Source: an optimization exercise on an open RTL-to-GDS flow (aim: small area and a short achievable clock period). Production flows keep margins and buffers that such runs may drop. At most, simulation tests tie the RTL to the original design; equivalence was not proved. No activity file was given, so power comes from the tool's default toggle rates.

==> flow/design.v <==
module L1_cache #(
    parameter CTID = 0)
    (
    input logic clock,
    input logic reset,
    input logic [31:0] PCF,                  
    input logic [31:0] addr_rst,             
    input logic [1:0] tid_fetch,             
    input logic [31:0] br_target,            
    input logic [1:0] tid_br,                
    input logic [31:0] l2addr,               
    input logic [1:0] l2_tid,                
    input logic [127:0] l2_line,             
    input logic l2_valid_rsp,                
    output logic br_req,                     
    output logic req_spec,                   
    output logic req_refill,                 
    output logic [31:0] instr                
    );
    logic         active;       
    logic [27:0]  tag;          
    logic [127:0] data;         
    logic         zeroed;       
    genvar gi;
    localparam integer NF = 8;
    logic [1:0]    tid_ok;      
    logic [NF-1:0] fill_w, fill_wn;
    logic [127:0]  blk;         
    generate
        for (gi = 0; gi < 2; gi++) begin : g_tid
            if (CTID == 0) begin : g_t0
                L1_nor2 u_tidok (.a(l2_tid[0]), .b(l2_tid[1]), .y(tid_ok[gi]));
            end else begin : g_tn
                assign tid_ok[gi] = (l2_tid == CTID);
            end
        end
        for (gi = 0; gi < NF; gi++) begin : g_fill
            L1_fdec u_fdec (.valid(l2_valid_rsp), .tid_ok(tid_ok[gi/(NF/2)]), .f(fill_w[gi]), .fn(fill_wn[gi]));
        end
        for (gi = 0; gi < 128; gi++) begin : g_blk
            L1_sel2 u_blk (.s(fill_w[gi/(128/NF)]), .sn(fill_wn[gi/(128/NF)]), .a(l2_line[gi]), .b(data[gi]), .y(blk[gi]));
        end
    endgenerate
    logic fill, fill_n, tload, thold;
    L1_fdec u_fdec_t (.valid(l2_valid_rsp), .tid_ok(tid_ok[1]), .f(fill), .fn(fill_n));
    assign tload = fill & ~reset;
    assign thold = fill_n & ~reset;
    logic [27:0] tag_d;
    generate
        for (gi = 0; gi < 28; gi++) begin : g_tag
            L1_sel2 u_tag (.s(tload), .sn(thold), .a(l2addr[gi+4]), .b(tag[gi]), .y(tag_d[gi]));
        end
    endgenerate
    logic [6:0] ne_p, ne_b;
    generate
        for (gi = 0; gi < 7; gi++) begin : g_cmp
            L1_ne4 u_nep (.a(PCF[4*gi+7 -: 4]), .t(tag[4*gi+3 -: 4]), .ne(ne_p[gi]));
            L1_ne4 u_neb (.a(br_target[4*gi+7 -: 4]), .t(tag[4*gi+3 -: 4]), .ne(ne_b[gi]));
        end
    endgenerate
    logic miss_p, ok;
    assign miss_p = |ne_p;
    assign ok     = fill | ~zeroed;             
    localparam integer NH = 4;
    logic       ao_n;
    logic [3:0] pe;
    logic [NH-1:0] hn;
    assign ao_n = ~(active & ok);
    L1_nor2 u_pe0 (.a(ne_p[0]), .b(ne_p[1]), .y(pe[0]));
    L1_nor2 u_pe1 (.a(ne_p[2]), .b(ne_p[3]), .y(pe[1]));
    L1_nor2 u_pe2 (.a(ne_p[4]), .b(ne_p[5]), .y(pe[2]));
    L1_nor2 u_pe3 (.a(ne_p[6]), .b(ao_n),    .y(pe[3]));
    generate
        for (gi = 0; gi < NH; gi++) begin : g_hit
            L1_nand4 u_hn (.a(pe), .y(hn[gi]));
        end
    endgenerate
    logic [3:0] wsel;
    assign wsel[3] = (PCF[3:0] == 4'hc);
    assign wsel[2] = (PCF[3:0] == 4'h8);
    assign wsel[1] = (PCF[3:0] == 4'h4);
    assign wsel[0] = ~(wsel[3] | wsel[2] | wsel[1]);
    generate
        for (gi = 0; gi < 32; gi++) begin : g_out
            L1_word u_out (.s(wsel), .d({blk[96+gi], blk[64+gi], blk[32+gi], blk[gi]}), .hn(hn[gi/(32/NH)]), .y(instr[gi]));
        end
    endgenerate
    assign req_spec   = active & ~miss_p & wsel[3];
    assign req_refill = active & miss_p;
    assign br_req     = ~active & (tid_br == CTID) & (|ne_b);
    always_ff @(posedge clock) begin
        active <= (tid_fetch == CTID);
        data   <= blk;
        tag    <= tag_d;
        zeroed <= reset | (zeroed & fill_n);
    end
endmodule
module L1_fdec (input logic valid, input logic tid_ok, output logic f, output logic fn);
    assign f  = valid & tid_ok;
    assign fn = ~(valid & tid_ok);
endmodule
module L1_sel2 (input logic s, input logic sn, input logic a, input logic b, output logic y);
    assign y = (s & a) | (sn & b);
endmodule
module L1_ne4 (input logic [3:0] a, input logic [3:0] t, output logic ne);
    assign ne = |(a ^ t);
endmodule
module L1_word (input logic [3:0] s, input logic [3:0] d, input logic hn, output logic y);
    assign y = ~hn & (|(s & d));
endmodule
module L1_nor2 (input logic a, input logic b, output logic y);
    assign y = ~(a | b);
endmodule
module L1_nand4 (input logic [3:0] a, output logic y);
    assign y = ~(&a);
endmodule
Settings: LEC_CHECK=0, CAP_MARGIN=20, CORE_MARGIN=2, CORE_UTILIZATION=40, CTS_BUF_LIST=sky130_fd_sc_hd__clkbuf_4 sky130_fd_sc_hd__clkbuf_8, SETUP_SLACK_MARGIN=2.5, SLEW_MARGIN=20, SYNTH_HIERARCHICAL=1; clock period 6.0 ns.
standard.sh (not shown) runs the stock make flow with config.mk's settings and CLKGATE_MAP_FILE= SYNTH_SCRIPT=/design/flow/synth_recipe.tcl, a recipe that flattens the netlist after the stock synthesis.
==> flow/flow/run.sh <==
#!/bin/bash
# Standard ORFS layout; the only change is that port buffers use the smallest buffer cell.
set -euo pipefail
export BUFFER_PORTS_ARGS="-buffer_cell sky130_fd_sc_hd__buf_1"
bash standard.sh > standard_flow.log 2>&1
Then changed:
==> flow/design.v (replaced) <==
module L1_cache #(
    parameter CTID = 0)
    (
    input logic clock,
    input logic reset,
    input logic [31:0] PCF,                  
    input logic [31:0] addr_rst,             
    input logic [1:0] tid_fetch,             
    input logic [31:0] br_target,            
    input logic [1:0] tid_br,                
    input logic [31:0] l2addr,               
    input logic [1:0] l2_tid,                
    input logic [127:0] l2_line,             
    input logic l2_valid_rsp,                
    output logic br_req,                     
    output logic req_spec,                   
    output logic req_refill,                 
    output logic [31:0] instr                
    );
    logic         active;       
    logic [27:0]  tag;          
    logic [127:0] data;         
    logic         zeroed;       
    genvar gi;
    logic         tid_ok;       
    assign tid_ok = (l2_tid == CTID);
    logic [3:0]   fill_w, fill_wn;
    logic [127:0] blk;          
    generate
        for (gi = 0; gi < 4; gi++) begin : g_fill
            L1_fdec u_fdec (.valid(l2_valid_rsp), .tid_ok(tid_ok), .f(fill_w[gi]), .fn(fill_wn[gi]));
        end
        for (gi = 0; gi < 128; gi++) begin : g_blk
            L1_sel2 u_blk (.s(fill_w[gi/32]), .sn(fill_wn[gi/32]), .a(l2_line[gi]), .b(data[gi]), .y(blk[gi]));
        end
    endgenerate
    logic fill, fill_n, tload, thold;
    L1_fdec u_fdec_t (.valid(l2_valid_rsp), .tid_ok(tid_ok), .f(fill), .fn(fill_n));
    assign tload = fill & ~reset;
    assign thold = fill_n & ~reset;
    logic [27:0] tag_d;
    generate
        for (gi = 0; gi < 28; gi++) begin : g_tag
            L1_sel2 u_tag (.s(tload), .sn(thold), .a(l2addr[gi+4]), .b(tag[gi]), .y(tag_d[gi]));
        end
    endgenerate
    logic [6:0] ne_p, ne_b;
    generate
        for (gi = 0; gi < 7; gi++) begin : g_cmp
            L1_ne4 u_nep (.a(PCF[4*gi+7 -: 4]), .t(tag[4*gi+3 -: 4]), .ne(ne_p[gi]));
            L1_ne4 u_neb (.a(br_target[4*gi+7 -: 4]), .t(tag[4*gi+3 -: 4]), .ne(ne_b[gi]));
        end
    endgenerate
    logic miss_p, ok;
    assign miss_p = |ne_p;
    assign ok     = fill | ~zeroed;             
    logic hn;
    assign hn = ~(active & ok & ~miss_p);
    logic [3:0] wsel;
    assign wsel[3] = (PCF[3:0] == 4'hc);
    assign wsel[2] = (PCF[3:0] == 4'h8);
    assign wsel[1] = (PCF[3:0] == 4'h4);
    assign wsel[0] = ~(wsel[3] | wsel[2] | wsel[1]);
    generate
        for (gi = 0; gi < 32; gi++) begin : g_out
            L1_word u_out (.s(wsel), .d({blk[96+gi], blk[64+gi], blk[32+gi], blk[gi]}), .hn(hn), .y(instr[gi]));
        end
    endgenerate
    assign req_spec   = active & ~miss_p & wsel[3];
    assign req_refill = active & miss_p;
    assign br_req     = ~active & (tid_br == CTID) & (|ne_b);
    always_ff @(posedge clock) begin
        active <= (tid_fetch == CTID);
        data   <= blk;
        tag    <= tag_d;
        zeroed <= reset | (zeroed & fill_n);
    end
endmodule
module L1_fdec (input logic valid, input logic tid_ok, output logic f, output logic fn);
    assign f  = valid & tid_ok;
    assign fn = ~(valid & tid_ok);
endmodule
module L1_sel2 (input logic s, input logic sn, input logic a, input logic b, output logic y);
    assign y = (s & a) | (sn & b);
endmodule
module L1_ne4 (input logic [3:0] a, input logic [3:0] t, output logic ne);
    assign ne = |(a ^ t);
endmodule
module L1_word (input logic [3:0] s, input logic [3:0] d, input logic hn, output logic y);
    assign y = ~hn & (|(s & d));
endmodule
- The changed run finished with timing, DRC and antenna clean
- setup slack is worse by 310 ps
- register-to-register slack gets better by 290 ps
- sequential share of layout area went up by 3.7 points
- synthesized cell count goes down by 3.2%
- core utilization fell by 5.4 points
For the first run of this note, only the layout was checked, not whether the RTL still works.

* * *

L1_cache, a different RTL version from the one above (not shown whole).
For scale: ~530 cells after synthesis, roughly 300 I/O pins, about 6100 um2 of cells after synthesis.
==> module L1_cache, before the edit <==
module L1_cache #(
    parameter CTID = 0)
    (
    input logic clock,
    input logic reset,
    input logic [31:0] PCF,                  
    input logic [31:0] addr_rst,             
    input logic [1:0] tid_fetch,             
    input logic [31:0] br_target,            
    input logic [1:0] tid_br,                
    input logic [31:0] l2addr,               
    input logic [1:0] l2_tid,                
    input logic [127:0] l2_line,             
    input logic l2_valid_rsp,                
    output logic br_req,                     
    output logic req_spec,                   
    output logic req_refill,                 
    output logic [31:0] instr                
    );
    logic         active;       
    logic [27:0]  tag;          
    logic [127:0] data;         
    logic         zeroed;       
    genvar gi;
    localparam integer NF = 8;
    logic [1:0]    tid_ok;      
    logic [NF-1:0] fill_w, fill_wn;
    logic [127:0]  blk;         
    generate
        for (gi = 0; gi < 2; gi++) begin : g_tid
            if (CTID == 0) begin : g_t0
                L1_nor2 u_tidok (.a(l2_tid[0]), .b(l2_tid[1]), .y(tid_ok[gi]));
            end else begin : g_tn
                assign tid_ok[gi] = (l2_tid == CTID);
            end
        end
        for (gi = 0; gi < NF; gi++) begin : g_fill
            L1_fdec u_fdec (.valid(l2_valid_rsp), .tid_ok(tid_ok[gi/(NF/2)]), .f(fill_w[gi]), .fn(fill_wn[gi]));
        end
        for (gi = 0; gi < 128; gi++) begin : g_blk
            L1_sel2 u_blk (.s(fill_w[gi/(128/NF)]), .sn(fill_wn[gi/(128/NF)]), .a(l2_line[gi]), .b(data[gi]), .y(blk[gi]));
        end
    endgenerate
    logic fill, fill_n, tload, thold;
    L1_fdec u_fdec_t (.valid(l2_valid_rsp), .tid_ok(tid_ok[1]), .f(fill), .fn(fill_n));
    assign tload = fill & ~reset;
    assign thold = fill_n & ~reset;
    logic [27:0] tag_d;
    generate
        for (gi = 0; gi < 28; gi++) begin : g_tag
            L1_sel2 u_tag (.s(tload), .sn(thold), .a(l2addr[gi+4]), .b(tag[gi]), .y(tag_d[gi]));
        end
    endgenerate
    logic [6:0] ne_p, ne_b;
    generate
        for (gi = 0; gi < 7; gi++) begin : g_cmp
            L1_ne4 u_nep (.a(PCF[4*gi+7 -: 4]), .t(tag[4*gi+3 -: 4]), .ne(ne_p[gi]));
            L1_ne4 u_neb (.a(br_target[4*gi+7 -: 4]), .t(tag[4*gi+3 -: 4]), .ne(ne_b[gi]));
        end
    endgenerate
    logic miss_p, ok;
    assign miss_p = |ne_p;
    assign ok     = fill | ~zeroed;             
    localparam integer NH = 4;
    logic       ao_n;
    logic [3:0] pe;
    logic [NH-1:0] hn;
    assign ao_n = ~(active & ok);
    L1_nor2 u_pe0 (.a(ne_p[0]), .b(ne_p[1]), .y(pe[0]));
    L1_nor2 u_pe1 (.a(ne_p[2]), .b(ne_p[3]), .y(pe[1]));
    L1_nor2 u_pe2 (.a(ne_p[4]), .b(ne_p[5]), .y(pe[2]));
    L1_nor2 u_pe3 (.a(ne_p[6]), .b(ao_n),    .y(pe[3]));
    generate
        for (gi = 0; gi < NH; gi++) begin : g_hit
            L1_nand4 u_hn (.a(pe), .y(hn[gi]));
        end
    endgenerate
    localparam integer NW = 2;
    logic [NW:0] nm;
    logic [NW:0][3:0] wsel_c;
    generate
        for (gi = 0; gi <= NW; gi++) begin : g_wdec
            L1_nor2 u_nm (.a(PCF[1]), .b(PCF[0]), .y(nm[gi]));
            L1_wdec u_wdec (.a(PCF[3:2]), .nm(nm[gi]), .s(wsel_c[gi]));
        end
        for (gi = 0; gi < 32; gi++) begin : g_out
            L1_word u_out (.s(wsel_c[gi/(32/NW)]), .d({blk[96+gi], blk[64+gi], blk[32+gi], blk[gi]}), .hn(hn[gi/(32/NH)]), .y(instr[gi]));
        end
    endgenerate
    assign req_spec   = active & ~miss_p & wsel_c[NW][3];
    assign req_refill = active & miss_p;
    assign br_req     = ~active & (tid_br == CTID) & (|ne_b);
    always_ff @(posedge clock) begin
        active <= (tid_fetch == CTID);
        data   <= blk;
        tag    <= tag_d;
        zeroed <= reset | (zeroed & fill_n);
    end
endmodule
==> module L1_wdec, before the edit <==
module L1_wdec (input logic [1:0] a, input logic nm, output logic [3:0] s);
    assign s[3] = nm &  a[1] &  a[0];
    assign s[2] = nm &  a[1] & ~a[0];
    assign s[1] = nm & ~a[1] &  a[0];
    assign s[0] = ~(nm & (a[1] | a[0]));
endmodule
==> flow/config.mk <==
export PLATFORM = sky130hd
export DESIGN_NAME = L1_cache
export DESIGN_NICKNAME = L1_cache
export VERILOG_FILES = /design/flow/design.v
export SDC_FILE = /design/flow/constraint.sdc
export NUM_CORES = 4
export LEC_CHECK = 0
export CAP_MARGIN = 20
export CORE_MARGIN = 2
export CORE_UTILIZATION = 40
export CTS_BUF_LIST = sky130_fd_sc_hd__clkbuf_4 sky130_fd_sc_hd__clkbuf_8
export SETUP_SLACK_MARGIN = 2.0
export SLEW_MARGIN = 20
export SYNTH_HIERARCHICAL = 1
==> flow/constraint.sdc <==
create_clock -name core_clock -period 6.0 [get_ports {clock}]
set_input_delay 1.2000 -clock core_clock [delete_from_list [all_inputs] [get_ports {clock}]]
set_output_delay 1.2000 -clock core_clock [all_outputs]
set_load 0.01 [all_outputs]
Scripts as last shown in full above: flow/flow/run.sh
The baseline went through all stages and came out clean.
==> next run, changes <==
--- a/flow/design.v
+++ b/flow/design.v
@@ -58,13 +58,13 @@
             L1_ne4 u_neb (.a(br_target[4*gi+7 -: 4]), .t(tag[4*gi+3 -: 4]), .ne(ne_b[gi]));
         end
     endgenerate
     logic miss_p, ok;
     assign miss_p = |ne_p;
     assign ok     = fill | ~zeroed;             
-    localparam integer NH = 4;
+    localparam integer NH = 8;
     logic       ao_n;
     logic [3:0] pe;
     logic [NH-1:0] hn;
     assign ao_n = ~(active & ok);
     L1_nor2 u_pe0 (.a(ne_p[0]), .b(ne_p[1]), .y(pe[0]));
     L1_nor2 u_pe1 (.a(ne_p[2]), .b(ne_p[3]), .y(pe[1]));
@@ -72,25 +72,25 @@
     L1_nor2 u_pe3 (.a(ne_p[6]), .b(ao_n),    .y(pe[3]));
     generate
         for (gi = 0; gi < NH; gi++) begin : g_hit
             L1_nand4 u_hn (.a(pe), .y(hn[gi]));
         end
     endgenerate
-    localparam integer NW = 2;
-    logic [NW:0] nm;
-    logic [NW:0][3:0] wsel_c;
+    localparam integer NW = 4;
+    logic [3:0] wsel;
+    logic [NW-1:0][3:0] wsel_c;
+    L1_wdec u_wdec_s (.a(PCF[3:0]), .s(wsel));
     generate
-        for (gi = 0; gi <= NW; gi++) begin : g_wdec
-            L1_nor2 u_nm (.a(PCF[1]), .b(PCF[0]), .y(nm[gi]));
-            L1_wdec u_wdec (.a(PCF[3:2]), .nm(nm[gi]), .s(wsel_c[gi]));
+        for (gi = 0; gi < NW; gi++) begin : g_wdec
+            L1_wdec u_wdec (.a(PCF[3:0]), .s(wsel_c[gi]));
         end
         for (gi = 0; gi < 32; gi++) begin : g_out
             L1_word u_out (.s(wsel_c[gi/(32/NW)]), .d({blk[96+gi], blk[64+gi], blk[32+gi], blk[gi]}), .hn(hn[gi/(32/NH)]), .y(instr[gi]));
         end
     endgenerate
-    assign req_spec   = active & ~miss_p & wsel_c[NW][3];
+    assign req_spec   = active & ~miss_p & wsel[3];
     assign req_refill = active & miss_p;
     assign br_req     = ~active & (tid_br == CTID) & (|ne_b);
     always_ff @(posedge clock) begin
         active <= (tid_fetch == CTID);
         data   <= blk;
         tag    <= tag_d;
@@ -113,12 +113,12 @@
 module L1_nor2 (input logic a, input logic b, output logic y);
     assign y = ~(a | b);
 endmodule
 module L1_nand4 (input logic [3:0] a, output logic y);
     assign y = ~(&a);
 endmodule
-module L1_wdec (input logic [1:0] a, input logic nm, output logic [3:0] s);
-    assign s[3] = nm &  a[1] &  a[0];
-    assign s[2] = nm &  a[1] & ~a[0];
-    assign s[1] = nm & ~a[1] &  a[0];
-    assign s[0] = ~(nm & (a[1] | a[0]));
+module L1_wdec (input logic [3:0] a, output logic [3:0] s);
+    assign s[3] = (a == 4'hc);
+    assign s[2] = (a == 4'h8);
+    assign s[1] = (a == 4'h4);
+    assign s[0] = ~(s[3] | s[2] | s[1]);
 endmodule
Result: Final area came out higher by 3.0%; non-clock buffer count rose by 7; combinational power rose by about 4%; clock power climbs by 17%; worst setup slack loses 16 ps; via count grows by 3.8%; core utilization barely changes; count of clock-buffer cells in the layout increases by 3; hold slack gets worse by 7.2 ps; die area came out higher by 1.4%.
The RTL of the second run of this note was laid out without a check of its function.

==> what the ideal ports hide <==
The results above use ideal ports. As a check the final layouts listed here were re-extracted and re-timed, cells and wires unchanged.
Step 1 (the two cells are an assumption about what drives the block):
set clk [get_ports {clock}]
set_driving_cell -lib_cell sky130_fd_sc_hd__clkbuf_16 $clk
set_driving_cell -lib_cell sky130_fd_sc_hd__buf_2 [delete_from_list [all_inputs] $clk]
Step 2 also shifts input and output timing later by t, the mid clock arrival at the registers, as if the neighbouring blocks saw the same clock.
Slacks: no drivers / after step 1 / after step 2; pairs: no drivers / after step 1.
run	t, ns	setup WS [ns]	worst setup path at the end	clock arrival spread, ns	pins driven straight from the clock port
the first run of note 1	0.483	2.280 / 2.207 / 2.207	input to output	0.011 / 0.011	1
the second run of note 1	0.475	1.970 / 1.948 / 1.948	input to output	0.014 / 0.014	1
the first run of note 2	0.493	2.073 / 2.035 / 2.035	input to output	0.014 / 0.014	1
the second run of note 2	0.475	2.058 / 2.032 / 2.032	input to output	0.009 / 0.010	1
After both steps setup and hold are still met in every run listed. The setup slack of the first run of note 1, which loses most, moves by -0.073 ns with the drivers and by -0.073 ns with both steps.
